Background: an optimization exercise with open tools, aiming at small area. Do not read the settings as production practice. Only simulation tests tie the RTL to the original design; equivalence was not proved.

## flow/design.v (module list and top-level ports; edited modules follow where they fit)
// module absolute_value: 83 lines
// module vec_block: 30 lines
// module vec_scaling: 199 lines
// module vec_angle_calc: 47 lines
// module vec_angle_decode: 178 lines
// module CORDIC_Vectoring_top1: 89 lines
module CORDIC_Vectoring_top1 #(
        parameter DATA_WIDTH = 16,
        parameter CORDIC_WIDTH = 22,
        parameter CORDIC_STAGES = 16,
        parameter ANGLE_WIDTH = 16
    ) (
        input clk,
        input nreset,
        input vec_en,
        input signed [DATA_WIDTH-1:0] x_vec_in,
        input signed [DATA_WIDTH-1:0] y_vec_in,
        input angle_calc_enable_in,
        output signed [DATA_WIDTH-1:0] x_vec_out,
        output output_valid_o,
        output [CORDIC_STAGES-1:0] micro_angle_o,
        output [1:0] quad_out,
        output vec_microRot_out_start,
        output signed [ANGLE_WIDTH-1:0] angle_out
    );
  // ...
==> flow/flow/run.sh <==
#!/bin/bash
# Standard synthesis, then a re-optimisation of its combinational logic around the
# full adders (netopt.py + resynth.ys), then the standard layout flow.
set -euo pipefail
LIB=$FLOW_HOME/platforms/sky130hd/lib/sky130_fd_sc_hd__tt_025C_1v80.lib
R=orfs/results/sky130hd/CORDIC_Vectoring_top1/base
bash standard.sh synth > standard_synth.log 2>&1
cp $R/1_2_yosys.v standard_1_2_yosys.v
python3 flow/netopt.py $LIB standard_1_2_yosys.v netopt.v > netopt.log 2>&1
sed -e "s#LIBFILE#$LIB#g" -e "s#FLOWHOME#$FLOW_HOME#g" flow/resynth.ys > resynth.ys
yosys -s resynth.ys > resynth.log 2>&1
cp resynth.v $R/1_2_yosys.v
touch $R/1_2_yosys.v
rm -f $R/1_synth.odb
bash standard.sh synth > standard_synth2.log 2>&1
bash standard.sh > standard_finish.log 2>&1
==> flow/flow/netopt.py <==
#!/usr/bin/env python3
"""Rewrite a mapped Yosys netlist for re-synthesis of its combinational glue:
keeps flip-flops, full/half adders and tie cells as instances, turns every other
cell into an assign from its liberty function, and flips the polarity of full
adders (FA(~a,~b,~c) = ~FA(a,b,c)) where that removes inverters between adders,
flip-flops and ports.  Usage: netopt.py LIB IN.v OUT.v"""
import re, sys, collections

lib_path, in_path, out_path = sys.argv[1:4]

# ---- liberty: output pin functions
lib = open(lib_path).read()
funcs = {}
for m in re.finditer(r'\n\s*cell\s*\(\s*"?(\w+)"?\s*\)\s*\{', lib):
    start = m.end(); depth = 1; i = start
    while depth:
        c = lib[i]
        if c == '{': depth += 1
        elif c == '}': depth -= 1
        i += 1
    body = lib[start:i]
    outs = {}
    for pm in re.finditer(r'\n\s*pin\s*\(\s*"?(\w+)"?\s*\)\s*\{', body):
        s2 = pm.end(); d = 1; j = s2
        while d:
            c = body[j]
            if c == '{': d += 1
            elif c == '}': d -= 1
            j += 1
        pb = body[s2:j]
        if re.search(r'direction\s*:\s*"?output', pb):
            f = re.search(r'\n\s*function\s*:\s*"([^"]*)"', pb)
            if f: outs[pm.group(1)] = f.group(1)
    funcs[m.group(1)] = outs

KEEP = re.compile(r'sky130_fd_sc_hd__(df|edf|sdf|fa_|ha_|conb|dl)')

txt = open(in_path).read()
mod_start = txt.index('module ')
hdr_end = txt.index(';', mod_start) + 1
header = txt[mod_start:hdr_end]
body = txt[hdr_end:txt.rindex('endmodule')]

port_decl = []
for m in re.finditer(r'^\s*(input|output|inout)\b[^;]*;', body, re.M):
    port_decl.append(m.group(0).strip())

NET = r'(\\\S+\s|[A-Za-z_][\w$]*(?:\s*\[\d+\])?|\d+\'[bh][0-9a-fA-Fxz]+)'
insts = []
for m in re.finditer(r'^\s*(sky130_fd_sc_hd__\w+)\s+(\\\S+\s|\S+)\s*\((.*?)\);', body, re.M | re.S):
    pins = {p: n.strip() for p, n in re.findall(r'\.(\w+)\(\s*' + NET + r'\s*\)', m.group(3))}
    insts.append([m.group(1), m.group(2).strip(), pins])
assigns = re.findall(r'^\s*assign\s+(.*?)\s*=\s*(.*?);', body, re.M)

def norm(n):
    n = n.strip()
    return n

# drivers / loads
driver = {}
loads = collections.defaultdict(list)
for idx, (t, name, pins) in enumerate(insts):
    outs = funcs.get(t, {})
    for p, n in pins.items():
        if p in outs or p in ('Q', 'Q_N', 'HI', 'LO', 'SUM', 'COUT'):
            driver[n] = (idx, p)
        else:
            loads[n].append((idx, p))

def is_inv(t):
    return re.match(r'sky130_fd_sc_hd__(clk)?inv_\d+$', t) is not None
def is_fa(t):
    return t.startswith('sky130_fd_sc_hd__fa_')
def kept(t):
    return KEEP.match(t) is not None

# ---- FA flip optimisation
# edges between kept cells / ports through inverter-only chains: (drv, load, parity)
edges = []
def walk(net, parity, src):
    for (li, lp) in loads.get(net, []):
        t = insts[li][0]
        if is_inv(t):
            walk(insts[li][2]['Y'], parity ^ 1, src)
        elif kept(t):
            edges.append((src, li, parity))
for idx, (t, name, pins) in enumerate(insts):
    if kept(t):
        for p in ('Q', 'SUM', 'COUT'):
            if p in pins:
                walk(pins[p], 0, idx)
flip = collections.defaultdict(int)
fa_ids = [i for i, x in enumerate(insts) if is_fa(x[0])]
adj = collections.defaultdict(list)
for (a, b, p) in edges:
    adj[a].append((b, p)); adj[b].append((a, p))
def cost_local(i):
    return sum((p ^ flip[i] ^ flip[j]) for (j, p) in adj[i] if j != i)
changed = True; it = 0
while changed and it < 50:
    changed = False; it += 1
    for i in fa_ids:
        c0 = cost_local(i); flip[i] ^= 1; c1 = cost_local(i)
        if c1 < c0: changed = True
        else: flip[i] ^= 1
tot = sum((p ^ flip[a] ^ flip[b]) for (a, b, p) in edges)
sys.stderr.write("netopt: %d FA, %d flipped, %d edges, inverting edges %d -> %d\n" % (
    len(fa_ids), sum(flip[i] for i in fa_ids), len(edges), sum(p for (_, _, p) in edges), tot))

# ---- write
out = [header]
out += ['  ' + d for d in port_decl]
nets = set()
for t, name, pins in insts:
    nets.update(pins.values())
for a, b in assigns:
    nets.add(a.strip()); nets.add(b.strip())
portnames = set()
for d in port_decl:
    for w in re.sub(r'^(input|output|inout)\s*(\[\d+:\d+\])?', '', d).rstrip(';').split(','):
        portnames.add(w.strip())
def base(n):
    return re.sub(r'\s*\[\d+\]$', '', n) if not n.startswith('\\') else n
decl = set()
for n in nets:
    if "'" in n: continue
    b = base(n)
    if b in portnames: continue
    decl.add(n if n.startswith('\\') else b)
for n in sorted(decl):
    out.append('  wire %s ;' % n if n.startswith('\\') else '  wire %s;' % n)
k = 0
def tok_sub(fn, pins):
    def rep(m):
        return '(' + pins[m.group(0)] + ' )'
    e = re.sub(r'[A-Za-z_]\w*', rep, fn)
    return e.replace('!', '~')
for idx, (t, name, pins) in enumerate(insts):
    if kept(t):
        pins = dict(pins)
        if is_fa(t) and flip[idx]:
            for p in ('A', 'B', 'CIN'):
                nn = '\\nopt_i%d ' % k; k += 1
                out.append('  wire %s;' % nn)
                out.append('  assign %s = ~%s ;' % (nn, pins[p]))
                pins[p] = nn
            for p in ('SUM', 'COUT'):
                nn = '\\nopt_o%d ' % k; k += 1
                out.append('  wire %s;' % nn)
                out.append('  assign %s = ~%s ;' % (pins[p], nn))
                pins[p] = nn
        out.append('  %s %s (%s);' % (t, name if not name.startswith('\\') else name + ' ',
                   ', '.join('.%s(%s )' % (p, n) for p, n in pins.items())))
    else:
        for p, fn in funcs[t].items():
            if p in pins:
                out.append('  assign %s = %s;' % (pins[p] + ' ' if pins[p].startswith('\\') else pins[p],
                                                  tok_sub(fn, pins)))
for a, b in assigns:
    out.append('  assign %s = %s;' % (a, b))
out.append('endmodule')
open(out_path, 'w').write('\n'.join(out) + '\n')
==> flow/flow/resynth.ys <==
# Re-synthesis of the combinational glue of the standard synthesis netlist
# (netopt.v, written by netopt.py). Flip-flops, adders and tie cells stay as they are.
read_liberty -lib LIBFILE
read_verilog netopt.v
hierarchy -top CORDIC_Vectoring_top1
proc
opt -purge
techmap
opt -fast -purge
abc -script FLOWHOME/scripts/abc_area.script -liberty LIBFILE -dont_use sky130_fd_sc_hd__probe_p_8 -dont_use sky130_fd_sc_hd__probec_p_8 -dont_use sky130_fd_sc_hd__lpflow_bleeder_1 -dont_use sky130_fd_sc_hd__lpflow_clkbufkapwr_1 -dont_use sky130_fd_sc_hd__lpflow_clkbufkapwr_16 -dont_use sky130_fd_sc_hd__lpflow_clkbufkapwr_2 -dont_use sky130_fd_sc_hd__lpflow_clkbufkapwr_4 -dont_use sky130_fd_sc_hd__lpflow_clkbufkapwr_8 -dont_use sky130_fd_sc_hd__lpflow_clkinvkapwr_1 -dont_use sky130_fd_sc_hd__lpflow_clkinvkapwr_16 -dont_use sky130_fd_sc_hd__lpflow_clkinvkapwr_2 -dont_use sky130_fd_sc_hd__lpflow_clkinvkapwr_4 -dont_use sky130_fd_sc_hd__lpflow_clkinvkapwr_8 -dont_use sky130_fd_sc_hd__lpflow_decapkapwr_12 -dont_use sky130_fd_sc_hd__lpflow_decapkapwr_3 -dont_use sky130_fd_sc_hd__lpflow_decapkapwr_4 -dont_use sky130_fd_sc_hd__lpflow_decapkapwr_6 -dont_use sky130_fd_sc_hd__lpflow_decapkapwr_8 -dont_use sky130_fd_sc_hd__lpflow_inputiso0n_1 -dont_use sky130_fd_sc_hd__lpflow_inputiso0p_1 -dont_use sky130_fd_sc_hd__lpflow_inputiso1n_1 -dont_use sky130_fd_sc_hd__lpflow_inputiso1p_1 -dont_use sky130_fd_sc_hd__lpflow_inputisolatch_1 -dont_use sky130_fd_sc_hd__lpflow_isobufsrc_1 -dont_use sky130_fd_sc_hd__lpflow_isobufsrc_16 -dont_use sky130_fd_sc_hd__lpflow_isobufsrc_2 -dont_use sky130_fd_sc_hd__lpflow_isobufsrc_4 -dont_use sky130_fd_sc_hd__lpflow_isobufsrc_8 -dont_use sky130_fd_sc_hd__lpflow_isobufsrckapwr_16 -dont_use sky130_fd_sc_hd__lpflow_lsbuf_lh_hl_isowell_tap_1 -dont_use sky130_fd_sc_hd__lpflow_lsbuf_lh_hl_isowell_tap_2 -dont_use sky130_fd_sc_hd__lpflow_lsbuf_lh_hl_isowell_tap_4 -dont_use sky130_fd_sc_hd__lpflow_lsbuf_lh_isowell_4 -dont_use sky130_fd_sc_hd__lpflow_lsbuf_lh_isowell_tap_1 -dont_use sky130_fd_sc_hd__lpflow_lsbuf_lh_isowell_tap_2 -dont_use sky130_fd_sc_hd__lpflow_lsbuf_lh_isowell_tap_4  -D 10000
setundef -zero
splitnets
opt_clean -purge
hilomap -singleton -hicell sky130_fd_sc_hd__conb_1 HI -locell sky130_fd_sc_hd__conb_1 LO
insbuf -buf sky130_fd_sc_hd__buf_4 A X
opt_clean -purge
tee -o resynth_stat.txt stat -liberty LIBFILE
write_verilog -noattr -nohex -nodec resynth.v
==> flow/standard.sh <==
#!/bin/bash
# synth_recipe.tcl (not shown) runs the flow's synth.tcl, then flattens the netlist and writes it again
# the make line also repeats each setting of config.mk as NAME=value (left out here)
make -C /OpenROAD-flow-scripts/flow DESIGN_CONFIG=/design/flow/config.mk WORK_HOME=/design/flow/orfs CLKGATE_MAP_FILE= SYNTH_SCRIPT=/design/flow/synth_recipe.tcl "${@:-finish}"
==> flow/config.mk <==
export PLATFORM = sky130hd
export DESIGN_NAME = CORDIC_Vectoring_top1
export DESIGN_NICKNAME = CORDIC_Vectoring_top1
export VERILOG_FILES = /design/flow/design.v
export SDC_FILE = /design/flow/constraint.sdc
export NUM_CORES = 4
export LEC_CHECK = 0
export ABC_AREA = 1
export CAP_MARGIN = 20
export CORE_MARGIN = 2
export CORE_UTILIZATION = 40
export CTS_BUF_LIST = sky130_fd_sc_hd__clkbuf_8
export CTS_CLUSTER_DIAMETER = 50
export CTS_CLUSTER_SIZE = 18
export PLACE_DENSITY = 0.6
export SLEW_MARGIN = 20
==> flow/constraint.sdc <==
create_clock -name core_clock -period 10.0 [get_ports {clk}]
set_input_delay 2.0000 -clock core_clock [delete_from_list [all_inputs] [get_ports {clk}]]
set_output_delay 2.0000 -clock core_clock [all_outputs]
set_load 0.01 [all_outputs]
==> qor.csv, run 1 <==
stage;metric;value;unit
run_status;outcome;timing/DRC/antenna clean;
synth;synth_warnings;17;
finish;largestRegisters;g_stage.stage.x_out (302), g_stage.stage.z_out (287), angle.g_w.w (117);
placement;post-place-cells;4926;
floorplan;core-area;105000;µm²
finish;stdcell_count;5104;
finish;top_register;g_stage.stage.x_out;
sta;max_slew_margin;35.9;%
worst_hold_path;hold_path.class;flip-flop to flip-flop;
finish;layout-drive-gt1-share;7.30;%
placement;routabilityCongestion;0.874;
sta;period_share;96.1;%
drt;ant_nets;0;
synth;netlist_area;42600;µm²
drt;dr.pass1.iters;16;
floorplan;nWellTaps;1391;
finish;nFlopsAndLatches;874;
floorplan;dieArea;109000;µm²
grt;grt_pass1_wl;122;mm
finish;ff_latch_area;18700;µm²
floorplan;dieWidth;330;µm
grt;grt_most_used_layer;met2;
floorplan;ios;88;
finish;inv_count;465;
drt;vias;21947;
finish;clkbuf_count;105;
clock_tree;postCtsSetupBuffers;0;
sta;tightest_slew;0.959;ns
clock_tree;htree_levels;3;
worst_hold_path;min_to;vld[9];
setup_path;crit_chain;xnor2_1 -> ha_1 -> inv_1 -> fa_1 -> fa_1 -> fa_1 -> fa_1 -> fa_1 -> fa_1 -> fa_1 -> fa_1 -> fa_1 -> fa_1 -> fa_1 -> fa_1 -> fa_1 -> fa_1 -> fa_1 -> fa_1 -> fa_1 -> fa_1 -> fa_1 -> fa_1 -> xnor2_1;
finish;most-common-layout-cells;dfxtp_1 (636), fa_1 (547), nand2_1 (489);
setup_path;critPathCapture;g_stage[11].stage.z_out[21];
setup_path;reg2regPathDepth;24;
placement;placed_area;45200;µm²
==> module absolute_value, before the edit <==
module absolute_value (
        input [15:0] x,
        input [15:0] y,
        output [15:0] xh,
        output [15:0] zh
    );
    wire sx = x[15], sy = y[15];
    wire [14:0] ax = x[14:0] ^ {15{sx}};
    wire [14:0] ay = y[14:0] ^ {15{sy}};
    wire fix = (x == 16'h8000) ^ (y == 16'h8000);
    wire s0x_s0 = ax[0] ^ ay[0];
    wire s0x_c0 = ax[0] & ay[0];
    wire s0x_s1 = s0x_s0 ^ sx;
    wire s0x_c1 = s0x_s0 & sx;
    wire s0x_s2 = ax[1] ^ ay[1] ^ s0x_c0;
    wire s0x_c2 = (ax[1] & ay[1]) | (ax[1] & s0x_c0) | (ay[1] & s0x_c0);
    wire s0x_s3 = ax[2] ^ ay[2];
    wire s0x_c3 = ax[2] & ay[2];
    wire s0x_s4 = ax[3] ^ ay[3];
    wire s0x_c4 = ax[3] & ay[3];
    wire s0x_s5 = ax[4] ^ ay[4];
    wire s0x_c5 = ax[4] & ay[4];
    wire s0x_s6 = ax[5] ^ ay[5];
    wire s0x_c6 = ax[5] & ay[5];
    wire s0x_s7 = ax[6] ^ ay[6];
    wire s0x_c7 = ax[6] & ay[6];
    wire s0x_s8 = ax[7] ^ ay[7];
    wire s0x_c8 = ax[7] & ay[7];
    wire s0x_s9 = ax[8] ^ ay[8];
    wire s0x_c9 = ax[8] & ay[8];
    wire s0x_s10 = ax[9] ^ ay[9];
    wire s0x_c10 = ax[9] & ay[9];
    wire s0x_s11 = ax[10] ^ ay[10];
    wire s0x_c11 = ax[10] & ay[10];
    wire s0x_s12 = ax[11] ^ ay[11];
    wire s0x_c12 = ax[11] & ay[11];
    wire s0x_s13 = ax[12] ^ ay[12];
    wire s0x_c13 = ax[12] & ay[12];
    wire s0x_s14 = ax[13] ^ ay[13];
    wire s0x_c14 = ax[13] & ay[13];
    wire s0x_s15 = ax[14] ^ ay[14];
    wire s0x_c15 = ax[14] & ay[14];
    wire [15:0] xra = {s0x_c15, s0x_s15, s0x_s14, s0x_s13, s0x_s12, s0x_s11, s0x_s10, s0x_s9, s0x_s8, s0x_s7, s0x_s6, s0x_s5, s0x_s4, s0x_s3, s0x_s2, s0x_s1};
    wire [15:0] xrb = {1'b0, s0x_c14, s0x_c13, s0x_c12, s0x_c11, s0x_c10, s0x_c9, s0x_c8, s0x_c7, s0x_c6, s0x_c5, s0x_c4, s0x_c3, s0x_c2, s0x_c1, sy};
    wire [15:0] xsum = xra + xrb;
    assign xh = xsum ^ {fix, 15'd0};
    wire s0z_s0 = ay[0] ^ ~ax[0];
    wire s0z_c0 = ay[0] & ~ax[0];
    wire s0z_s1 = s0z_s0 ^ sy;
    wire s0z_c1 = s0z_s0 & sy;
    wire s0z_s2 = ay[1] ^ ~ax[1] ^ s0z_c0;
    wire s0z_c2 = (ay[1] & ~ax[1]) | (ay[1] & s0z_c0) | (~ax[1] & s0z_c0);
    wire s0z_s3 = ay[2] ^ ~ax[2];
    wire s0z_c3 = ay[2] & ~ax[2];
    wire s0z_s4 = ay[3] ^ ~ax[3];
    wire s0z_c4 = ay[3] & ~ax[3];
    wire s0z_s5 = ay[4] ^ ~ax[4];
    wire s0z_c5 = ay[4] & ~ax[4];
    wire s0z_s6 = ay[5] ^ ~ax[5];
    wire s0z_c6 = ay[5] & ~ax[5];
    wire s0z_s7 = ay[6] ^ ~ax[6];
    wire s0z_c7 = ay[6] & ~ax[6];
    wire s0z_s8 = ay[7] ^ ~ax[7];
    wire s0z_c8 = ay[7] & ~ax[7];
    wire s0z_s9 = ay[8] ^ ~ax[8];
    wire s0z_c9 = ay[8] & ~ax[8];
    wire s0z_s10 = ay[9] ^ ~ax[9];
    wire s0z_c10 = ay[9] & ~ax[9];
    wire s0z_s11 = ay[10] ^ ~ax[10];
    wire s0z_c11 = ay[10] & ~ax[10];
    wire s0z_s12 = ay[11] ^ ~ax[11];
    wire s0z_c12 = ay[11] & ~ax[11];
    wire s0z_s13 = ay[12] ^ ~ax[12];
    wire s0z_c13 = ay[12] & ~ax[12];
    wire s0z_s14 = ay[13] ^ ~ax[13];
    wire s0z_c14 = ay[13] & ~ax[13];
    wire s0z_s15 = ay[14] ^ ~ax[14];
    wire s0z_c15 = ay[14] & ~ax[14];
    wire [15:0] zra = {1'b1, s0z_s15, s0z_s14, s0z_s13, s0z_s12, s0z_s11, s0z_s10, s0z_s9, s0z_s8, s0z_s7, s0z_s6, s0z_s5, s0z_s4, s0z_s3, s0z_s2, s0z_s1};
    wire [15:0] zrb = {s0z_c15, s0z_c14, s0z_c13, s0z_c12, s0z_c11, s0z_c10, s0z_c9, s0z_c8, s0z_c7, s0z_c6, s0z_c5, s0z_c4, s0z_c3, s0z_c2, s0z_c1, ~sx};
    wire [15:0] zsum = zra + zrb;
    assign zh = zsum ^ {fix, 15'd0};
endmodule
==> module vec_scaling, before the edit <==
module vec_scaling (
        input [21:0] x,
        output [15:0] y
    );
    wire sc_s0 = x[1] ^ x[4] ^ x[5];
    wire sc_c0 = (x[1] & x[4]) | (x[1] & x[5]) | (x[4] & x[5]);
    wire sc_s1 = x[7] ^ x[8];
    wire sc_c1 = x[7] & x[8];
    wire sc_s2 = x[2] ^ x[5] ^ x[6];
    wire sc_c2 = (x[2] & x[5]) | (x[2] & x[6]) | (x[5] & x[6]);
    wire sc_s3 = x[8] ^ x[9] ^ x[11];
    wire sc_c3 = (x[8] & x[9]) | (x[8] & x[11]) | (x[9] & x[11]);
    wire sc_s4 = x[12] ^ x[13];
    wire sc_c4 = x[12] & x[13];
    wire sc_s5 = x[3] ^ x[6] ^ x[7];
    wire sc_c5 = (x[3] & x[6]) | (x[3] & x[7]) | (x[6] & x[7]);
    wire sc_s6 = x[9] ^ x[10] ^ x[12];
    wire sc_c6 = (x[9] & x[10]) | (x[9] & x[12]) | (x[10] & x[12]);
    wire sc_s7 = x[13] ^ x[14] ^ x[16];
    wire sc_c7 = (x[13] & x[14]) | (x[13] & x[16]) | (x[14] & x[16]);
    wire sc_s8 = x[4] ^ x[7] ^ x[8];
    wire sc_c8 = (x[4] & x[7]) | (x[4] & x[8]) | (x[7] & x[8]);
    wire sc_s9 = x[10] ^ x[11] ^ x[13];
    wire sc_c9 = (x[10] & x[11]) | (x[10] & x[13]) | (x[11] & x[13]);
    wire sc_s10 = x[14] ^ x[15] ^ x[17];
    wire sc_c10 = (x[14] & x[15]) | (x[14] & x[17]) | (x[15] & x[17]);
    wire sc_s11 = x[5] ^ x[8] ^ x[9];
    wire sc_c11 = (x[5] & x[8]) | (x[5] & x[9]) | (x[8] & x[9]);
    wire sc_s12 = x[11] ^ x[12] ^ x[14];
    wire sc_c12 = (x[11] & x[12]) | (x[11] & x[14]) | (x[12] & x[14]);
    wire sc_s13 = x[15] ^ x[16] ^ x[18];
    wire sc_c13 = (x[15] & x[16]) | (x[15] & x[18]) | (x[16] & x[18]);
    wire sc_s14 = x[6] ^ x[9] ^ x[10];
    wire sc_c14 = (x[6] & x[9]) | (x[6] & x[10]) | (x[9] & x[10]);
    wire sc_s15 = x[12] ^ x[13] ^ x[15];
    wire sc_c15 = (x[12] & x[13]) | (x[12] & x[15]) | (x[13] & x[15]);
    wire sc_s16 = x[16] ^ x[17] ^ x[19];
    wire sc_c16 = (x[16] & x[17]) | (x[16] & x[19]) | (x[17] & x[19]);
    wire sc_s17 = x[7] ^ x[10] ^ x[11];
    wire sc_c17 = (x[7] & x[10]) | (x[7] & x[11]) | (x[10] & x[11]);
    wire sc_s18 = x[13] ^ x[14] ^ x[16];
    wire sc_c18 = (x[13] & x[14]) | (x[13] & x[16]) | (x[14] & x[16]);
    wire sc_s19 = x[17] ^ x[18] ^ x[20];
    wire sc_c19 = (x[17] & x[18]) | (x[17] & x[20]) | (x[18] & x[20]);
    wire sc_s20 = x[8] ^ x[11] ^ x[12];
    wire sc_c20 = (x[8] & x[11]) | (x[8] & x[12]) | (x[11] & x[12]);
    wire sc_s21 = x[14] ^ x[15] ^ x[17];
    wire sc_c21 = (x[14] & x[15]) | (x[14] & x[17]) | (x[15] & x[17]);
    wire sc_s22 = x[18] ^ x[19] ^ x[21];
    wire sc_c22 = (x[18] & x[19]) | (x[18] & x[21]) | (x[19] & x[21]);
    wire sc_s23 = x[9] ^ x[12] ^ x[13];
    wire sc_c23 = (x[9] & x[12]) | (x[9] & x[13]) | (x[12] & x[13]);
    wire sc_s24 = x[15] ^ x[16] ^ x[18];
    wire sc_c24 = (x[15] & x[16]) | (x[15] & x[18]) | (x[16] & x[18]);
    wire sc_s25 = x[19] ^ x[20] ^ x[21];
    wire sc_c25 = (x[19] & x[20]) | (x[19] & x[21]) | (x[20] & x[21]);
    wire sc_s26 = x[10] ^ x[13] ^ x[14];
    wire sc_c26 = (x[10] & x[13]) | (x[10] & x[14]) | (x[13] & x[14]);
    wire sc_s27 = x[16] ^ x[17] ^ x[19];
    wire sc_c27 = (x[16] & x[17]) | (x[16] & x[19]) | (x[17] & x[19]);
    wire sc_s28 = x[20] ^ x[21] ^ x[21];
    wire sc_c28 = (x[20] & x[21]) | (x[20] & x[21]) | (x[21] & x[21]);
    wire sc_s29 = x[11] ^ x[14] ^ x[15];
    wire sc_c29 = (x[11] & x[14]) | (x[11] & x[15]) | (x[14] & x[15]);
    wire sc_s30 = x[17] ^ x[18] ^ x[20];
    wire sc_c30 = (x[17] & x[18]) | (x[17] & x[20]) | (x[18] & x[20]);
    wire sc_s31 = x[12] ^ x[15] ^ x[16];
    wire sc_c31 = (x[12] & x[15]) | (x[12] & x[16]) | (x[15] & x[16]);
    wire sc_s32 = sc_s0 ^ sc_s1 ^ x[10];
    wire sc_c32 = (sc_s0 & sc_s1) | (sc_s0 & x[10]) | (sc_s1 & x[10]);
    wire sc_s33 = sc_s2 ^ sc_s3 ^ sc_s4;
    wire sc_c33 = (sc_s2 & sc_s3) | (sc_s2 & sc_s4) | (sc_s3 & sc_s4);
    wire sc_s34 = x[15] ^ sc_c0;
    wire sc_c34 = x[15] & sc_c0;
    wire sc_s35 = sc_s5 ^ sc_s6 ^ sc_s7;
    wire sc_c35 = (sc_s5 & sc_s6) | (sc_s5 & sc_s7) | (sc_s6 & sc_s7);
    wire sc_s36 = sc_c2 ^ sc_c3 ^ sc_c4;
    wire sc_c36 = (sc_c2 & sc_c3) | (sc_c2 & sc_c4) | (sc_c3 & sc_c4);
    wire sc_s37 = sc_s8 ^ sc_s9 ^ sc_s10;
    wire sc_c37 = (sc_s8 & sc_s9) | (sc_s8 & sc_s10) | (sc_s9 & sc_s10);
    wire sc_s38 = sc_c5 ^ sc_c6 ^ sc_c7;
    wire sc_c38 = (sc_c5 & sc_c6) | (sc_c5 & sc_c7) | (sc_c6 & sc_c7);
    wire sc_s39 = sc_s11 ^ sc_s12 ^ sc_s13;
    wire sc_c39 = (sc_s11 & sc_s12) | (sc_s11 & sc_s13) | (sc_s12 & sc_s13);
    wire sc_s40 = sc_c8 ^ sc_c9 ^ sc_c10;
    wire sc_c40 = (sc_c8 & sc_c9) | (sc_c8 & sc_c10) | (sc_c9 & sc_c10);
    wire sc_s41 = sc_s14 ^ sc_s15 ^ sc_s16;
    wire sc_c41 = (sc_s14 & sc_s15) | (sc_s14 & sc_s16) | (sc_s15 & sc_s16);
    wire sc_s42 = sc_c11 ^ sc_c12 ^ sc_c13;
    wire sc_c42 = (sc_c11 & sc_c12) | (sc_c11 & sc_c13) | (sc_c12 & sc_c13);
    wire sc_s43 = sc_s17 ^ sc_s18 ^ sc_s19;
    wire sc_c43 = (sc_s17 & sc_s18) | (sc_s17 & sc_s19) | (sc_s18 & sc_s19);
    wire sc_s44 = sc_c14 ^ sc_c15 ^ sc_c16;
    wire sc_c44 = (sc_c14 & sc_c15) | (sc_c14 & sc_c16) | (sc_c15 & sc_c16);
    wire sc_s45 = sc_s20 ^ sc_s21 ^ sc_s22;
    wire sc_c45 = (sc_s20 & sc_s21) | (sc_s20 & sc_s22) | (sc_s21 & sc_s22);
    wire sc_s46 = sc_c17 ^ sc_c18 ^ sc_c19;
    wire sc_c46 = (sc_c17 & sc_c18) | (sc_c17 & sc_c19) | (sc_c18 & sc_c19);
    wire sc_s47 = sc_s23 ^ sc_s24 ^ sc_s25;
    wire sc_c47 = (sc_s23 & sc_s24) | (sc_s23 & sc_s25) | (sc_s24 & sc_s25);
    wire sc_s48 = sc_c20 ^ sc_c21 ^ sc_c22;
    wire sc_c48 = (sc_c20 & sc_c21) | (sc_c20 & sc_c22) | (sc_c21 & sc_c22);
    wire sc_s49 = sc_s26 ^ sc_s27 ^ sc_s28;
    wire sc_c49 = (sc_s26 & sc_s27) | (sc_s26 & sc_s28) | (sc_s27 & sc_s28);
    wire sc_s50 = sc_c23 ^ sc_c24 ^ sc_c25;
    wire sc_c50 = (sc_c23 & sc_c24) | (sc_c23 & sc_c25) | (sc_c24 & sc_c25);
    wire sc_s51 = sc_s29 ^ sc_s30 ^ x[21];
    wire sc_c51 = (sc_s29 & sc_s30) | (sc_s29 & x[21]) | (sc_s30 & x[21]);
    wire sc_s52 = sc_c26 ^ sc_c27 ^ sc_c28;
    wire sc_c52 = (sc_c26 & sc_c27) | (sc_c26 & sc_c28) | (sc_c27 & sc_c28);
    wire sc_s53 = sc_s31 ^ x[18] ^ x[19];
    wire sc_c53 = (sc_s31 & x[18]) | (sc_s31 & x[19]) | (x[18] & x[19]);
    wire sc_s54 = x[21] ^ sc_c29 ^ sc_c30;
    wire sc_c54 = (x[21] & sc_c29) | (x[21] & sc_c30) | (sc_c29 & sc_c30);
    wire sc_s55 = x[13] ^ x[16] ^ x[17];
    wire sc_c55 = (x[13] & x[16]) | (x[13] & x[17]) | (x[16] & x[17]);
    wire sc_s56 = x[19] ^ x[20] ^ sc_c31;
    wire sc_c56 = (x[19] & x[20]) | (x[19] & sc_c31) | (x[20] & sc_c31);
    wire sc_s57 = x[14] ^ x[17] ^ x[18];
    wire sc_c57 = (x[14] & x[17]) | (x[14] & x[18]) | (x[17] & x[18]);
    wire sc_s58 = x[20] ^ x[21] ^ x[21];
    wire sc_c58 = (x[20] & x[21]) | (x[20] & x[21]) | (x[21] & x[21]);
    wire sc_s59 = x[15] ^ x[18] ^ x[19];
    wire sc_c59 = (x[15] & x[18]) | (x[15] & x[19]) | (x[18] & x[19]);
    wire sc_s60 = sc_s32 ^ x[11];
    wire sc_c60 = sc_s32 & x[11];
    wire sc_s61 = sc_s33 ^ sc_s34 ^ sc_c1;
    wire sc_c61 = (sc_s33 & sc_s34) | (sc_s33 & sc_c1) | (sc_s34 & sc_c1);
    wire sc_s62 = sc_s35 ^ sc_s36 ^ sc_c33;
    wire sc_c62 = (sc_s35 & sc_s36) | (sc_s35 & sc_c33) | (sc_s36 & sc_c33);
    wire sc_s63 = sc_s37 ^ sc_s38 ^ sc_c35;
    wire sc_c63 = (sc_s37 & sc_s38) | (sc_s37 & sc_c35) | (sc_s38 & sc_c35);
    wire sc_s64 = sc_s39 ^ sc_s40 ^ sc_c37;
    wire sc_c64 = (sc_s39 & sc_s40) | (sc_s39 & sc_c37) | (sc_s40 & sc_c37);
    wire sc_s65 = sc_s41 ^ sc_s42 ^ sc_c39;
    wire sc_c65 = (sc_s41 & sc_s42) | (sc_s41 & sc_c39) | (sc_s42 & sc_c39);
    wire sc_s66 = sc_s43 ^ sc_s44 ^ sc_c41;
    wire sc_c66 = (sc_s43 & sc_s44) | (sc_s43 & sc_c41) | (sc_s44 & sc_c41);
    wire sc_s67 = sc_s45 ^ sc_s46 ^ sc_c43;
    wire sc_c67 = (sc_s45 & sc_s46) | (sc_s45 & sc_c43) | (sc_s46 & sc_c43);
    wire sc_s68 = sc_s47 ^ sc_s48 ^ sc_c45;
    wire sc_c68 = (sc_s47 & sc_s48) | (sc_s47 & sc_c45) | (sc_s48 & sc_c45);
    wire sc_s69 = sc_s49 ^ sc_s50 ^ sc_c47;
    wire sc_c69 = (sc_s49 & sc_s50) | (sc_s49 & sc_c47) | (sc_s50 & sc_c47);
    wire sc_s70 = sc_s51 ^ sc_s52 ^ sc_c49;
    wire sc_c70 = (sc_s51 & sc_s52) | (sc_s51 & sc_c49) | (sc_s52 & sc_c49);
    wire sc_s71 = sc_s53 ^ sc_s54 ^ sc_c51;
    wire sc_c71 = (sc_s53 & sc_s54) | (sc_s53 & sc_c51) | (sc_s54 & sc_c51);
    wire sc_s72 = sc_s55 ^ sc_s56 ^ sc_c53;
    wire sc_c72 = (sc_s55 & sc_s56) | (sc_s55 & sc_c53) | (sc_s56 & sc_c53);
    wire sc_s73 = sc_s57 ^ sc_s58 ^ sc_c55;
    wire sc_c73 = (sc_s57 & sc_s58) | (sc_s57 & sc_c55) | (sc_s58 & sc_c55);
    wire sc_s74 = sc_s59 ^ x[21] ^ sc_c57;
    wire sc_c74 = (sc_s59 & x[21]) | (sc_s59 & sc_c57) | (x[21] & sc_c57);
    wire sc_s75 = x[16] ^ x[19] ^ x[20];
    wire sc_c75 = (x[16] & x[19]) | (x[16] & x[20]) | (x[19] & x[20]);
    wire sc_s76 = x[17] ^ x[20] ^ x[21];
    wire sc_c76 = (x[17] & x[20]) | (x[17] & x[21]) | (x[20] & x[21]);
    wire sc_s77 = sc_s60 ^ x[12];
    wire sc_c77 = sc_s60 & x[12];
    wire sc_s78 = sc_s61 ^ sc_c32 ^ sc_c60;
    wire sc_c78 = (sc_s61 & sc_c32) | (sc_s61 & sc_c60) | (sc_c32 & sc_c60);
    wire sc_s79 = sc_s62 ^ sc_c34 ^ sc_c61;
    wire sc_c79 = (sc_s62 & sc_c34) | (sc_s62 & sc_c61) | (sc_c34 & sc_c61);
    wire sc_s80 = sc_s63 ^ sc_c36 ^ sc_c62;
    wire sc_c80 = (sc_s63 & sc_c36) | (sc_s63 & sc_c62) | (sc_c36 & sc_c62);
    wire sc_s81 = sc_s64 ^ sc_c38 ^ sc_c63;
    wire sc_c81 = (sc_s64 & sc_c38) | (sc_s64 & sc_c63) | (sc_c38 & sc_c63);
    wire sc_s82 = sc_s65 ^ sc_c40 ^ sc_c64;
    wire sc_c82 = (sc_s65 & sc_c40) | (sc_s65 & sc_c64) | (sc_c40 & sc_c64);
    wire sc_s83 = sc_s66 ^ sc_c42 ^ sc_c65;
    wire sc_c83 = (sc_s66 & sc_c42) | (sc_s66 & sc_c65) | (sc_c42 & sc_c65);
    wire sc_s84 = sc_s67 ^ sc_c44 ^ sc_c66;
    wire sc_c84 = (sc_s67 & sc_c44) | (sc_s67 & sc_c66) | (sc_c44 & sc_c66);
    wire sc_s85 = sc_s68 ^ sc_c46 ^ sc_c67;
    wire sc_c85 = (sc_s68 & sc_c46) | (sc_s68 & sc_c67) | (sc_c46 & sc_c67);
    wire sc_s86 = sc_s69 ^ sc_c48 ^ sc_c68;
    wire sc_c86 = (sc_s69 & sc_c48) | (sc_s69 & sc_c68) | (sc_c48 & sc_c68);
    wire sc_s87 = sc_s70 ^ sc_c50 ^ sc_c69;
    wire sc_c87 = (sc_s70 & sc_c50) | (sc_s70 & sc_c69) | (sc_c50 & sc_c69);
    wire sc_s88 = sc_s71 ^ sc_c52 ^ sc_c70;
    wire sc_c88 = (sc_s71 & sc_c52) | (sc_s71 & sc_c70) | (sc_c52 & sc_c70);
    wire sc_s89 = sc_s72 ^ sc_c54 ^ sc_c71;
    wire sc_c89 = (sc_s72 & sc_c54) | (sc_s72 & sc_c71) | (sc_c54 & sc_c71);
    wire sc_s90 = sc_s73 ^ sc_c56 ^ sc_c72;
    wire sc_c90 = (sc_s73 & sc_c56) | (sc_s73 & sc_c72) | (sc_c56 & sc_c72);
    wire sc_s91 = sc_s74 ^ sc_c58 ^ sc_c73;
    wire sc_c91 = (sc_s74 & sc_c58) | (sc_s74 & sc_c73) | (sc_c58 & sc_c73);
    wire sc_s92 = sc_s75 ^ sc_c59 ^ sc_c74;
    wire sc_c92 = (sc_s75 & sc_c59) | (sc_s75 & sc_c74) | (sc_c59 & sc_c74);
    wire sc_s93 = sc_s76 ^ x[21] ^ sc_c75;
    wire sc_c93 = (sc_s76 & x[21]) | (sc_s76 & sc_c75) | (x[21] & sc_c75);
    wire sc_s94 = x[18] ^ x[21] ^ sc_c76;
    wire sc_c94 = (x[18] & x[21]) | (x[18] & sc_c76) | (x[21] & sc_c76);
    wire [21:0] ra = {1'b0, x[21], x[20], x[19], sc_s94, sc_s93, sc_s92, sc_s91, sc_s90, sc_s89, sc_s88, sc_s87, sc_s86, sc_s85, sc_s84, sc_s83, sc_s82, sc_s81, sc_s80, sc_s79, sc_s78, sc_s77};
    wire [21:0] rb = {1'b0, x[21], x[21], sc_c94, sc_c93, sc_c92, sc_c91, sc_c90, sc_c89, sc_c88, sc_c87, sc_c86, sc_c85, sc_c84, sc_c83, sc_c82, sc_c81, sc_c80, sc_c79, sc_c78, sc_c77, x[14]};
    wire [21:0] sum = ra + rb;
    assign y = sum[21:6];
endmodule
==> inputs of run 2 (changes only) <==
--- a/flow/design.v
+++ b/flow/design.v
@@ -40,9 +40,55 @@
     wire s0x_c14 = ax[13] & ay[13];
     wire s0x_s15 = ax[14] ^ ay[14];
     wire s0x_c15 = ax[14] & ay[14];
-    wire [15:0] xra = {s0x_c15, s0x_s15, s0x_s14, s0x_s13, s0x_s12, s0x_s11, s0x_s10, s0x_s9, s0x_s8, s0x_s7, s0x_s6, s0x_s5, s0x_s4, s0x_s3, s0x_s2, s0x_s1};
-    wire [15:0] xrb = {1'b0, s0x_c14, s0x_c13, s0x_c12, s0x_c11, s0x_c10, s0x_c9, s0x_c8, s0x_c7, s0x_c6, s0x_c5, s0x_c4, s0x_c3, s0x_c2, s0x_c1, sy};
-    wire [15:0] xsum = xra + xrb;
+    wire s0x_s16 = s0x_s1 ^ sy;
+    wire s0x_c16 = s0x_s1 & sy;
+    wire s0x_s17 = s0x_s2 ^ s0x_c1 ^ s0x_c16;
+    wire s0x_c17 = (s0x_s2 & s0x_c1) | (s0x_s2 & s0x_c16) | (s0x_c1 & s0x_c16);
+    wire s0x_s18 = s0x_s3 ^ s0x_c2 ^ s0x_c17;
+    wire s0x_c18 = (s0x_s3 & s0x_c2) | (s0x_s3 & s0x_c17) | (s0x_c2 & s0x_c17);
+    wire s0x_s19 = s0x_s4 ^ s0x_c3 ^ s0x_c18;
+    wire s0x_c19 = (s0x_s4 & s0x_c3) | (s0x_s4 & s0x_c18) | (s0x_c3 & s0x_c18);
+    wire s0x_s20 = s0x_s5 ^ s0x_c4 ^ s0x_c19;
+    wire s0x_c20 = (s0x_s5 & s0x_c4) | (s0x_s5 & s0x_c19) | (s0x_c4 & s0x_c19);
+    wire s0x_s21 = s0x_s6 ^ s0x_c5 ^ s0x_c20;
+    wire s0x_c21 = (s0x_s6 & s0x_c5) | (s0x_s6 & s0x_c20) | (s0x_c5 & s0x_c20);
+    wire s0x_s22 = s0x_s7 ^ s0x_c6 ^ s0x_c21;
+    wire s0x_c22 = (s0x_s7 & s0x_c6) | (s0x_s7 & s0x_c21) | (s0x_c6 & s0x_c21);
+    wire s0x_s23 = s0x_s8 ^ s0x_c7 ^ s0x_c22;
+    wire s0x_c23 = (s0x_s8 & s0x_c7) | (s0x_s8 & s0x_c22) | (s0x_c7 & s0x_c22);
+    wire s0x_s24 = s0x_s9 ^ s0x_c8;
+    wire s0x_c24 = s0x_s9 & s0x_c8;
+    wire s0x_r25 = s0x_s24 ^ s0x_c23;
+    wire s0x_t25 = s0x_s24;
+    wire s0x_s26 = s0x_s10 ^ s0x_c9 ^ s0x_c24;
+    wire s0x_c26 = (s0x_s10 & s0x_c9) | (s0x_s10 & s0x_c24) | (s0x_c9 & s0x_c24);
+    wire s0x_r27 = s0x_s26 ^ (s0x_c23 & s0x_t25);
+    wire s0x_t27 = s0x_t25 & s0x_s26;
+    wire s0x_s28 = s0x_s11 ^ s0x_c10 ^ s0x_c26;
+    wire s0x_c28 = (s0x_s11 & s0x_c10) | (s0x_s11 & s0x_c26) | (s0x_c10 & s0x_c26);
+    wire s0x_r29 = s0x_s28 ^ (s0x_c23 & s0x_t27);
+    wire s0x_t29 = s0x_t27 & s0x_s28;
+    wire s0x_s30 = s0x_s12 ^ s0x_c11 ^ s0x_c28;
+    wire s0x_c30 = (s0x_s12 & s0x_c11) | (s0x_s12 & s0x_c28) | (s0x_c11 & s0x_c28);
+    wire s0x_r31 = s0x_s30 ^ (s0x_c23 & s0x_t29);
+    wire s0x_t31 = s0x_t29 & s0x_s30;
+    wire s0x_s32 = s0x_s13 ^ s0x_c12 ^ s0x_c30;
+    wire s0x_c32 = (s0x_s13 & s0x_c12) | (s0x_s13 & s0x_c30) | (s0x_c12 & s0x_c30);
+    wire s0x_r33 = s0x_s32 ^ (s0x_c23 & s0x_t31);
+    wire s0x_t33 = s0x_t31 & s0x_s32;
+    wire s0x_s34 = s0x_s14 ^ s0x_c13 ^ s0x_c32;
+    wire s0x_c34 = (s0x_s14 & s0x_c13) | (s0x_s14 & s0x_c32) | (s0x_c13 & s0x_c32);
+    wire s0x_r35 = s0x_s34 ^ (s0x_c23 & s0x_t33);
+    wire s0x_t35 = s0x_t33 & s0x_s34;
+    wire s0x_s36 = s0x_s15 ^ s0x_c14 ^ s0x_c34;
+    wire s0x_c36 = (s0x_s15 & s0x_c14) | (s0x_s15 & s0x_c34) | (s0x_c14 & s0x_c34);
+    wire s0x_r37 = s0x_s36 ^ (s0x_c23 & s0x_t35);
+    wire s0x_t37 = s0x_t35 & s0x_s36;
+    wire s0x_s38 = s0x_c15 ^ 1'b0 ^ s0x_c36;
+    wire s0x_c38 = (s0x_c15 & 1'b0) | (s0x_c15 & s0x_c36) | (1'b0 & s0x_c36);
+    wire s0x_r39 = s0x_s38 ^ (s0x_c23 & s0x_t37);
+    wire s0x_t39 = s0x_t37 & s0x_s38;
+    wire [15:0] xsum = {s0x_r39, s0x_r37, s0x_r35, s0x_r33, s0x_r31, s0x_r29, s0x_r27, s0x_r25, s0x_s23, s0x_s22, s0x_s21, s0x_s20, s0x_s19, s0x_s18, s0x_s17, s0x_s16};
     assign xh = xsum ^ {fix, 15'd0};
     wire s0z_s0 = ay[0] ^ ~ax[0];
     wire s0z_c0 = ay[0] & ~ax[0];
@@ -76,9 +122,55 @@
     wire s0z_c14 = ay[13] & ~ax[13];
     wire s0z_s15 = ay[14] ^ ~ax[14];
     wire s0z_c15 = ay[14] & ~ax[14];
-    wire [15:0] zra = {1'b1, s0z_s15, s0z_s14, s0z_s13, s0z_s12, s0z_s11, s0z_s10, s0z_s9, s0z_s8, s0z_s7, s0z_s6, s0z_s5, s0z_s4, s0z_s3, s0z_s2, s0z_s1};
-    wire [15:0] zrb = {s0z_c15, s0z_c14, s0z_c13, s0z_c12, s0z_c11, s0z_c10, s0z_c9, s0z_c8, s0z_c7, s0z_c6, s0z_c5, s0z_c4, s0z_c3, s0z_c2, s0z_c1, ~sx};
-    wire [15:0] zsum = zra + zrb;
+    wire s0z_s16 = s0z_s1 ^ ~sx;
+    wire s0z_c16 = s0z_s1 & ~sx;
+    wire s0z_s17 = s0z_s2 ^ s0z_c1 ^ s0z_c16;
+    wire s0z_c17 = (s0z_s2 & s0z_c1) | (s0z_s2 & s0z_c16) | (s0z_c1 & s0z_c16);
+    wire s0z_s18 = s0z_s3 ^ s0z_c2 ^ s0z_c17;
+    wire s0z_c18 = (s0z_s3 & s0z_c2) | (s0z_s3 & s0z_c17) | (s0z_c2 & s0z_c17);
+    wire s0z_s19 = s0z_s4 ^ s0z_c3 ^ s0z_c18;
+    wire s0z_c19 = (s0z_s4 & s0z_c3) | (s0z_s4 & s0z_c18) | (s0z_c3 & s0z_c18);
+    wire s0z_s20 = s0z_s5 ^ s0z_c4 ^ s0z_c19;
+    wire s0z_c20 = (s0z_s5 & s0z_c4) | (s0z_s5 & s0z_c19) | (s0z_c4 & s0z_c19);
+    wire s0z_s21 = s0z_s6 ^ s0z_c5 ^ s0z_c20;
+    wire s0z_c21 = (s0z_s6 & s0z_c5) | (s0z_s6 & s0z_c20) | (s0z_c5 & s0z_c20);
+    wire s0z_s22 = s0z_s7 ^ s0z_c6 ^ s0z_c21;
+    wire s0z_c22 = (s0z_s7 & s0z_c6) | (s0z_s7 & s0z_c21) | (s0z_c6 & s0z_c21);
+    wire s0z_s23 = s0z_s8 ^ s0z_c7 ^ s0z_c22;
+    wire s0z_c23 = (s0z_s8 & s0z_c7) | (s0z_s8 & s0z_c22) | (s0z_c7 & s0z_c22);
+    wire s0z_s24 = s0z_s9 ^ s0z_c8;
+    wire s0z_c24 = s0z_s9 & s0z_c8;
+    wire s0z_r25 = s0z_s24 ^ s0z_c23;
+    wire s0z_t25 = s0z_s24;
+    wire s0z_s26 = s0z_s10 ^ s0z_c9 ^ s0z_c24;
+    wire s0z_c26 = (s0z_s10 & s0z_c9) | (s0z_s10 & s0z_c24) | (s0z_c9 & s0z_c24);
+    wire s0z_r27 = s0z_s26 ^ (s0z_c23 & s0z_t25);
+    wire s0z_t27 = s0z_t25 & s0z_s26;
+    wire s0z_s28 = s0z_s11 ^ s0z_c10 ^ s0z_c26;
+    wire s0z_c28 = (s0z_s11 & s0z_c10) | (s0z_s11 & s0z_c26) | (s0z_c10 & s0z_c26);
+    wire s0z_r29 = s0z_s28 ^ (s0z_c23 & s0z_t27);
+    wire s0z_t29 = s0z_t27 & s0z_s28;
+    wire s0z_s30 = s0z_s12 ^ s0z_c11 ^ s0z_c28;
+    wire s0z_c30 = (s0z_s12 & s0z_c11) | (s0z_s12 & s0z_c28) | (s0z_c11 & s0z_c28);
+    wire s0z_r31 = s0z_s30 ^ (s0z_c23 & s0z_t29);
+    wire s0z_t31 = s0z_t29 & s0z_s30;
+    wire s0z_s32 = s0z_s13 ^ s0z_c12 ^ s0z_c30;
+    wire s0z_c32 = (s0z_s13 & s0z_c12) | (s0z_s13 & s0z_c30) | (s0z_c12 & s0z_c30);
+    wire s0z_r33 = s0z_s32 ^ (s0z_c23 & s0z_t31);
+    wire s0z_t33 = s0z_t31 & s0z_s32;
+    wire s0z_s34 = s0z_s14 ^ s0z_c13 ^ s0z_c32;
+    wire s0z_c34 = (s0z_s14 & s0z_c13) | (s0z_s14 & s0z_c32) | (s0z_c13 & s0z_c32);
+    wire s0z_r35 = s0z_s34 ^ (s0z_c23 & s0z_t33);
+    wire s0z_t35 = s0z_t33 & s0z_s34;
+    wire s0z_s36 = s0z_s15 ^ s0z_c14 ^ s0z_c34;
+    wire s0z_c36 = (s0z_s15 & s0z_c14) | (s0z_s15 & s0z_c34) | (s0z_c14 & s0z_c34);
+    wire s0z_r37 = s0z_s36 ^ (s0z_c23 & s0z_t35);
+    wire s0z_t37 = s0z_t35 & s0z_s36;
+    wire s0z_s38 = 1'b1 ^ s0z_c15 ^ s0z_c36;
+    wire s0z_c38 = (1'b1 & s0z_c15) | (1'b1 & s0z_c36) | (s0z_c15 & s0z_c36);
+    wire s0z_r39 = s0z_s38 ^ (s0z_c23 & s0z_t37);
+    wire s0z_t39 = s0z_t37 & s0z_s38;
+    wire [15:0] zsum = {s0z_r39, s0z_r37, s0z_r35, s0z_r33, s0z_r31, s0z_r29, s0z_r27, s0z_r25, s0z_s23, s0z_s22, s0z_s21, s0z_s20, s0z_s19, s0z_s18, s0z_s17, s0z_s16};
     assign zh = zsum ^ {fix, 15'd0};
 endmodule
 module vec_block #(
@@ -305,9 +397,75 @@
     wire sc_c93 = (sc_s76 & x[21]) | (sc_s76 & sc_c75) | (x[21] & sc_c75);
     wire sc_s94 = x[18] ^ x[21] ^ sc_c76;
     wire sc_c94 = (x[18] & x[21]) | (x[18] & sc_c76) | (x[21] & sc_c76);
-    wire [21:0] ra = {1'b0, x[21], x[20], x[19], sc_s94, sc_s93, sc_s92, sc_s91, sc_s90, sc_s89, sc_s88, sc_s87, sc_s86, sc_s85, sc_s84, sc_s83, sc_s82, sc_s81, sc_s80, sc_s79, sc_s78, sc_s77};
-    wire [21:0] rb = {1'b0, x[21], x[21], sc_c94, sc_c93, sc_c92, sc_c91, sc_c90, sc_c89, sc_c88, sc_c87, sc_c86, sc_c85, sc_c84, sc_c83, sc_c82, sc_c81, sc_c80, sc_c79, sc_c78, sc_c77, x[14]};
-    wire [21:0] sum = ra + rb;
+    wire sc_s95 = sc_s77 ^ x[14];
+    wire sc_c95 = sc_s77 & x[14];
+    wire sc_s96 = sc_s78 ^ sc_c77 ^ sc_c95;
+    wire sc_c96 = (sc_s78 & sc_c77) | (sc_s78 & sc_c95) | (sc_c77 & sc_c95);
+    wire sc_s97 = sc_s79 ^ sc_c78 ^ sc_c96;
+    wire sc_c97 = (sc_s79 & sc_c78) | (sc_s79 & sc_c96) | (sc_c78 & sc_c96);
+    wire sc_s98 = sc_s80 ^ sc_c79 ^ sc_c97;
+    wire sc_c98 = (sc_s80 & sc_c79) | (sc_s80 & sc_c97) | (sc_c79 & sc_c97);
+    wire sc_s99 = sc_s81 ^ sc_c80 ^ sc_c98;
+    wire sc_c99 = (sc_s81 & sc_c80) | (sc_s81 & sc_c98) | (sc_c80 & sc_c98);
+    wire sc_s100 = sc_s82 ^ sc_c81 ^ sc_c99;
+    wire sc_c100 = (sc_s82 & sc_c81) | (sc_s82 & sc_c99) | (sc_c81 & sc_c99);
+    wire sc_s101 = sc_s83 ^ sc_c82 ^ sc_c100;
+    wire sc_c101 = (sc_s83 & sc_c82) | (sc_s83 & sc_c100) | (sc_c82 & sc_c100);
+    wire sc_s102 = sc_s84 ^ sc_c83 ^ sc_c101;
+    wire sc_c102 = (sc_s84 & sc_c83) | (sc_s84 & sc_c101) | (sc_c83 & sc_c101);
+    wire sc_s103 = sc_s85 ^ sc_c84 ^ sc_c102;
+    wire sc_c103 = (sc_s85 & sc_c84) | (sc_s85 & sc_c102) | (sc_c84 & sc_c102);
+    wire sc_s104 = sc_s86 ^ sc_c85 ^ sc_c103;
+    wire sc_c104 = (sc_s86 & sc_c85) | (sc_s86 & sc_c103) | (sc_c85 & sc_c103);
+    wire sc_s105 = sc_s87 ^ sc_c86;
+    wire sc_c105 = sc_s87 & sc_c86;
+    wire sc_r106 = sc_s105 ^ sc_c104;
+    wire sc_t106 = sc_s105;
+    wire sc_s107 = sc_s88 ^ sc_c87 ^ sc_c105;
+    wire sc_c107 = (sc_s88 & sc_c87) | (sc_s88 & sc_c105) | (sc_c87 & sc_c105);
+    wire sc_r108 = sc_s107 ^ (sc_c104 & sc_t106);
+    wire sc_t108 = sc_t106 & sc_s107;
+    wire sc_s109 = sc_s89 ^ sc_c88 ^ sc_c107;
+    wire sc_c109 = (sc_s89 & sc_c88) | (sc_s89 & sc_c107) | (sc_c88 & sc_c107);
+    wire sc_r110 = sc_s109 ^ (sc_c104 & sc_t108);
+    wire sc_t110 = sc_t108 & sc_s109;
+    wire sc_s111 = sc_s90 ^ sc_c89 ^ sc_c109;
+    wire sc_c111 = (sc_s90 & sc_c89) | (sc_s90 & sc_c109) | (sc_c89 & sc_c109);
+    wire sc_r112 = sc_s111 ^ (sc_c104 & sc_t110);
+    wire sc_t112 = sc_t110 & sc_s111;
+    wire sc_s113 = sc_s91 ^ sc_c90 ^ sc_c111;
+    wire sc_c113 = (sc_s91 & sc_c90) | (sc_s91 & sc_c111) | (sc_c90 & sc_c111);
+    wire sc_r114 = sc_s113 ^ (sc_c104 & sc_t112);
+    wire sc_t114 = sc_t112 & sc_s113;
+    wire sc_s115 = sc_s92 ^ sc_c91 ^ sc_c113;
+    wire sc_c115 = (sc_s92 & sc_c91) | (sc_s92 & sc_c113) | (sc_c91 & sc_c113);
+    wire sc_r116 = sc_s115 ^ (sc_c104 & sc_t114);
+    wire sc_t116 = sc_t114 & sc_s115;
+    wire sc_s117 = sc_s93 ^ sc_c92 ^ sc_c115;
+    wire sc_c117 = (sc_s93 & sc_c92) | (sc_s93 & sc_c115) | (sc_c92 & sc_c115);
+    wire sc_r118 = sc_s117 ^ (sc_c104 & sc_t116);
+    wire sc_t118 = sc_t116 & sc_s117;
+    wire sc_s119 = sc_s94 ^ sc_c93 ^ sc_c117;
+    wire sc_c119 = (sc_s94 & sc_c93) | (sc_s94 & sc_c117) | (sc_c93 & sc_c117);
+    wire sc_r120 = sc_s119 ^ (sc_c104 & sc_t118);
+    wire sc_t120 = sc_t118 & sc_s119;
+    wire sc_s121 = x[19] ^ sc_c94 ^ sc_c119;
+    wire sc_c121 = (x[19] & sc_c94) | (x[19] & sc_c119) | (sc_c94 & sc_c119);
+    wire sc_r122 = sc_s121 ^ (sc_c104 & sc_t120);
+    wire sc_t122 = sc_t120 & sc_s121;
+    wire sc_s123 = x[20] ^ x[21] ^ sc_c121;
+    wire sc_c123 = (x[20] & x[21]) | (x[20] & sc_c121) | (x[21] & sc_c121);
+    wire sc_r124 = sc_s123 ^ (sc_c104 & sc_t122);
+    wire sc_t124 = sc_t122 & sc_s123;
+    wire sc_s125 = x[21] ^ x[21] ^ sc_c123;
+    wire sc_c125 = (x[21] & x[21]) | (x[21] & sc_c123) | (x[21] & sc_c123);
+    wire sc_r126 = sc_s125 ^ (sc_c104 & sc_t124);
+    wire sc_t126 = sc_t124 & sc_s125;
+    wire sc_s127 = 1'b0 ^ 1'b0 ^ sc_c125;
+    wire sc_c127 = (1'b0 & 1'b0) | (1'b0 & sc_c125) | (1'b0 & sc_c125);
+    wire sc_r128 = sc_s127 ^ (sc_c104 & sc_t126);
+    wire sc_t128 = sc_t126 & sc_s127;
+    wire [21:0] sum = {sc_r128, sc_r126, sc_r124, sc_r122, sc_r120, sc_r118, sc_r116, sc_r114, sc_r112, sc_r110, sc_r108, sc_r106, sc_s104, sc_s103, sc_s102, sc_s101, sc_s100, sc_s99, sc_s98, sc_s97, sc_s96, sc_s95};
     assign y = sum[21:6];
 endmodule
 module vec_angle_calc (
@@ -531,9 +689,56 @@
     wire dc_c54 = (dc_s40 & 1'b1) | (dc_s40 & dc_c39) | (1'b1 & dc_c39);
     wire dc_s55 = dc_s41 ^ 1'b1 ^ dc_c40;
     wire dc_c55 = (dc_s41 & 1'b1) | (dc_s41 & dc_c40) | (1'b1 & dc_c40);
-    wire [15:0] ra = {dc_c41, dc_s55, dc_s54, dc_s53, dc_s52, dc_s51, dc_s50, dc_s49, dc_s48, dc_s47, dc_s46, dc_s45, dc_s44, dc_s43, dc_s42, cb0};
-    wire [15:0] rb = {dc_c55, dc_c54, dc_c53, dc_c52, dc_c51, dc_c50, dc_c49, dc_c48, dc_c47, dc_c46, dc_c45, dc_c44, dc_c43, dc_c42, 1'b1, 1'b0};
-    assign phi = ra + rb;
+    wire dc_s56 = cb0 ^ 1'b0;
+    wire dc_c56 = cb0 & 1'b0;
+    wire dc_s57 = dc_s42 ^ 1'b1 ^ dc_c56;
+    wire dc_c57 = (dc_s42 & 1'b1) | (dc_s42 & dc_c56) | (1'b1 & dc_c56);
+    wire dc_s58 = dc_s43 ^ dc_c42 ^ dc_c57;
+    wire dc_c58 = (dc_s43 & dc_c42) | (dc_s43 & dc_c57) | (dc_c42 & dc_c57);
+    wire dc_s59 = dc_s44 ^ dc_c43 ^ dc_c58;
+    wire dc_c59 = (dc_s44 & dc_c43) | (dc_s44 & dc_c58) | (dc_c43 & dc_c58);
+    wire dc_s60 = dc_s45 ^ dc_c44 ^ dc_c59;
+    wire dc_c60 = (dc_s45 & dc_c44) | (dc_s45 & dc_c59) | (dc_c44 & dc_c59);
+    wire dc_s61 = dc_s46 ^ dc_c45 ^ dc_c60;
+    wire dc_c61 = (dc_s46 & dc_c45) | (dc_s46 & dc_c60) | (dc_c45 & dc_c60);
+    wire dc_s62 = dc_s47 ^ dc_c46 ^ dc_c61;
+    wire dc_c62 = (dc_s47 & dc_c46) | (dc_s47 & dc_c61) | (dc_c46 & dc_c61);
+    wire dc_s63 = dc_s48 ^ dc_c47 ^ dc_c62;
+    wire dc_c63 = (dc_s48 & dc_c47) | (dc_s48 & dc_c62) | (dc_c47 & dc_c62);
+    wire dc_s64 = dc_s49 ^ dc_c48;
+    wire dc_c64 = dc_s49 & dc_c48;
+    wire dc_r65 = dc_s64 ^ dc_c63;
+    wire dc_t65 = dc_s64;
+    wire dc_s66 = dc_s50 ^ dc_c49 ^ dc_c64;
+    wire dc_c66 = (dc_s50 & dc_c49) | (dc_s50 & dc_c64) | (dc_c49 & dc_c64);
+    wire dc_r67 = dc_s66 ^ (dc_c63 & dc_t65);
+    wire dc_t67 = dc_t65 & dc_s66;
+    wire dc_s68 = dc_s51 ^ dc_c50 ^ dc_c66;
+    wire dc_c68 = (dc_s51 & dc_c50) | (dc_s51 & dc_c66) | (dc_c50 & dc_c66);
+    wire dc_r69 = dc_s68 ^ (dc_c63 & dc_t67);
+    wire dc_t69 = dc_t67 & dc_s68;
+    wire dc_s70 = dc_s52 ^ dc_c51 ^ dc_c68;
+    wire dc_c70 = (dc_s52 & dc_c51) | (dc_s52 & dc_c68) | (dc_c51 & dc_c68);
+    wire dc_r71 = dc_s70 ^ (dc_c63 & dc_t69);
+    wire dc_t71 = dc_t69 & dc_s70;
+    wire dc_s72 = dc_s53 ^ dc_c52 ^ dc_c70;
+    wire dc_c72 = (dc_s53 & dc_c52) | (dc_s53 & dc_c70) | (dc_c52 & dc_c70);
+    wire dc_r73 = dc_s72 ^ (dc_c63 & dc_t71);
+    wire dc_t73 = dc_t71 & dc_s72;
+    wire dc_s74 = dc_s54 ^ dc_c53 ^ dc_c72;
+    wire dc_c74 = (dc_s54 & dc_c53) | (dc_s54 & dc_c72) | (dc_c53 & dc_c72);
+    wire dc_r75 = dc_s74 ^ (dc_c63 & dc_t73);
+    wire dc_t75 = dc_t73 & dc_s74;
+    wire dc_s76 = dc_s55 ^ dc_c54 ^ dc_c74;
+    wire dc_c76 = (dc_s55 & dc_c54) | (dc_s55 & dc_c74) | (dc_c54 & dc_c74);
+    wire dc_r77 = dc_s76 ^ (dc_c63 & dc_t75);
+    wire dc_t77 = dc_t75 & dc_s76;
+    wire dc_s78 = dc_c41 ^ dc_c55 ^ dc_c76;
+    wire dc_c78 = (dc_c41 & dc_c55) | (dc_c41 & dc_c76) | (dc_c55 & dc_c76);
+    wire dc_r79 = dc_s78 ^ (dc_c63 & dc_t77);
+    wire dc_t79 = dc_t77 & dc_s78;
+    wire [15:0] sum = {dc_r79, dc_r77, dc_r75, dc_r73, dc_r71, dc_r69, dc_r67, dc_r65, dc_s63, dc_s62, dc_s61, dc_s60, dc_s59, dc_s58, dc_s57, dc_s56};
+    assign phi = sum;
 endmodule
 module CORDIC_Vectoring_top1 #(
         parameter DATA_WIDTH = 16,
--- a/flow/config.mk
+++ b/flow/config.mk
@@ -9,8 +9,8 @@
 export CAP_MARGIN = 20
 export CORE_MARGIN = 2
 export CORE_UTILIZATION = 40
-export CTS_BUF_LIST = sky130_fd_sc_hd__clkbuf_8
-export CTS_CLUSTER_DIAMETER = 50
-export CTS_CLUSTER_SIZE = 18
+export CTS_BUF_LIST = sky130_fd_sc_hd__clkbuf_4
+export CTS_CLUSTER_DIAMETER = 40
+export CTS_CLUSTER_SIZE = 10
 export PLACE_DENSITY = 0.6
 export SLEW_MARGIN = 20
==> run 2 against run 1 <==
Count of clock-buffer cells in the layout increased by 46. Largest cell class unchanged. Critical endpoint is now g_stage[12].stage.z_out[21]. Sequential share of layout area up 0.80 points. Routed wire length shrank 8.0%. Still clean on timing, DRC and antenna.
==> qor.csv, run 2 <==
stage;metric;value;unit;change
finish;layout-drive-gt1-share;8.03;%;+0.73 points
clock_tree;htree_levels;4;;+1
synth;netlist_area;42000;µm²;-1.3%
setup_path;cp-startpoint;g_stage[11].stage.z_out[21];;
drt;ant_nets;0;;unchanged
clock_tree;cts_sinks;874;;
synth;synth_cells;3282;;
drt;drt-vias-per-instance;4.24;;
clock_tree;cts_buffer_depth;3;;
clock_tree;clk_pin_slew;0.10;ns;
clock_tree;clk_latency;1.03;ns;
placement;dpl.hpwl;55.0;mm;
setup_path;reg2regPathDepth;24;;unchanged
synth;syn_avg_cell_area;12.8;µm²;
floorplan;core-area;104000;µm²;-1.4%
sta;clock_skew;0.0961;ns;
synth;synth_warnings;17;;unchanged
finish;mostFrequentLayoutCell;dfxtp_1;;
finish;stdcell_count;4965;;-2.7%
job;maxCapViolations;0;;
placement;numPortBuffers;86;;
grt;grt_overflow_total;0;;
worst_hold_path;worstHoldPathCells;0;;
placement;post-place-cells;4728;;-4.0%
drt;routed_wl;68.0;mm;
finish;layout-area-overhead-vs-synth;10.7;%;
worst_hold_path;hold_path.class;flip-flop to flip-flop;;
sta;rsz0062_at_grt;false;;
grt;grt_max_degree;161;;
grt;antenna_found_initial;2;;
worst_hold_path;min_from;vld[14];;
drt;dr.pass1.iters;5;;-11
sta;max_slew_margin;30.7;%;-5.1 points
clock_tree;cts_root_buf;clkbuf_4;;
grt;grt_pass1_vias;24006;;
sta;setup_violations;0;;
sta;period_needed;9.60;ns;
floorplan;die_y;328;µm;
sta;hold_viol;0;;
drt;drtIter0Drc;638;;
drt;top_layer;met4;;
floorplan;dieArea;108000;µm²;-1.3%
finish;final_nets;4348;;
clock_tree;postCtsSetupBuffers;0;;unchanged
synth;syn-num-nets;4149;;
setup_path;rr_startpoint;g_stage[11].stage.z_out[21];;
drt;wl_per_cell;13.7;µm;
sta;slew_violations;0;;
run_status;outcome;timing/DRC/antenna clean;;
floorplan;start_util;40.4;%;
setup_path;crit_required;10.90;ns;
grt;grt_pass1_wl;116;mm;-5.1%
clock_tree;hold_buffers;0;;
finish;largest_register_ffs;302;;
sta;tightest_slew;1.04;ns;+0.0770 ns
finish;largestRegisters;g_stage.stage.x_out (302), g_stage.stage.z_out (287), angle.g_w.w (117);;
setup_path;crit_arrival;10.51;ns;
drt;dr_wl_met2;38.1;mm;
sta;hold_slack;0.407;ns;
floorplan;dieWidth;328;µm;-0.65%
setup_path;critPathLaunchType;flip-flop;;
finish;top_register;g_stage.stage.x_out;;
finish;most-common-layout-cells;dfxtp_1 (639), fa_1 (606), nand2_1 (477);;
grt;grt.total_usage;13.5;%;
placement;routabilityCongestion;0.831;;-4.9%
drt;remaining_drc_errors;0;;
drt;vias;21045;;-4.1%
setup_path;r2r_slack;0.40;ns;
sta;setup_tns;0;ns;
drt;wl_met3;2.68;mm;
sta;clock.fmax;0.104;GHz;
clock_tree;cts_tree;built;;
clock_tree;cts-buffers-inserted;131;;
sta;period_share;96.0;%;-0.11 points
setup_path;criticalPathCategory;flip-flop to flip-flop;;
drt;wl_met1;25.6;mm;
setup_path;end_kind;flip-flop;;
setup_path;path_max_fanout;3;;
floorplan;rows;118;;
floorplan;ios;88;;unchanged
[run 2: cell types whose count changed in the layout (fill, tap and decap cells not counted), sizes merged, moves of 8 or more]
cell    before  now
inv        497  431
ha         275  224
o21ai      134   83
fa         559  607
clkbuf     105  151
a21oi       46   22
xor2       347  328
clkinv      24   37
nand2      491  481
buf         26   18
diode        1    9
[run 2: through the flow]
stage	util [%]	instance area [µm²]	worst slack (ns)
final	44.8	46500	0.398
after global routing	44.8	46500	0.00382
after CTS	44.7	46500	0.234
after detailed placement	42.9	44600	0.255
after global placement	42.9	44600	0.277
after floorplan	-	42000	0.0881
[run 2: final timing paths]
kind / to
worst max-delay path: g_stage[12].stage.z_out[21]
worst min-delay path: vld[15]
worst max register to register: g_stage[12].stage.z_out[21]
worst min register to register: vld[15]
max in group asynchronous: vld[5]
min in group asynchronous: xo[3]
[run 2: layer usage]
| layer | global-route usage (%) | vias up |
|---|---|---|
| met4 | 4.38 | 0 |
| li1 | - | 10426 |
| met1 | 14.1 | 10218 |
| met2 | 26.5 | 271 |
| met3 | 3.10 | 130 |
| met5 | 0 | - |
[run 2: critical path, stage by stage, from the launching register on]
cell and delay [ns]:
dfxtp_1 0.42, xnor2_1 0.15, ha_1 0.16, inv_1 0.05, fa_1 0.42, fa_1 0.43
fa_1 0.42, fa_1 0.44, fa_1 0.43, fa_1 0.43, fa_1 0.43, fa_1 0.43
fa_1 0.44, fa_1 0.43, fa_1 0.43, fa_1 0.43, fa_1 0.42, fa_1 0.44
fa_1 0.43, fa_1 0.43, fa_1 0.43, fa_1 0.43, fa_1 0.43, fa_1 0.42
xnor2_1 0.13
[run 2: layout make-up]
cell class                 count  area, µm²
antenna                        9       22.5
clock buffer                 151       1130
clock inverter                77        811
fill                        9652      57400
inverter                     416       1570
multi-input combinational   1955      21600
sequential                   874      18700
tap                         1380       1730
timing repair buffer         103       1010
[run 2: what timing repair did]
| action | 4_1_cts | 5_1_grt |
|---|---|---|
| hold endpoints to repair | 0 | 0 |
| endpoints found under the setup margin | 0 | 3 |
| resized for setup | 0 | 5 |

## what the ideal ports hide
Ports are ideal in the flow. The routed layouts listed here were re-timed in OpenROAD.
Step 1, drivers: a clkbuf_16 drives clk and a buf_2 each remaining input, both assumed.
Step 2, shift: input delay + t, output delay - t, t = (earliest + latest rising clock arrival at the registers) / 2. This alone moves slack from input paths to output paths.
Slacks: ideal ports / drivers / drivers and shift; pairs: ideal ports / drivers.
run | t, ns | setup WS [ns] | slew at the worst register clock pin (ns) | worst slew at a driven data input, ns
run 1 | 0.784 | 0.387 / 0.387 / 0.387 | 0.10 / 0.10 | 0.06
run 2 | 1.048 | 0.398 / 0.398 / 0.398 | 0.11 / 0.11 | 0.05
After both steps every run listed still meets setup and hold.
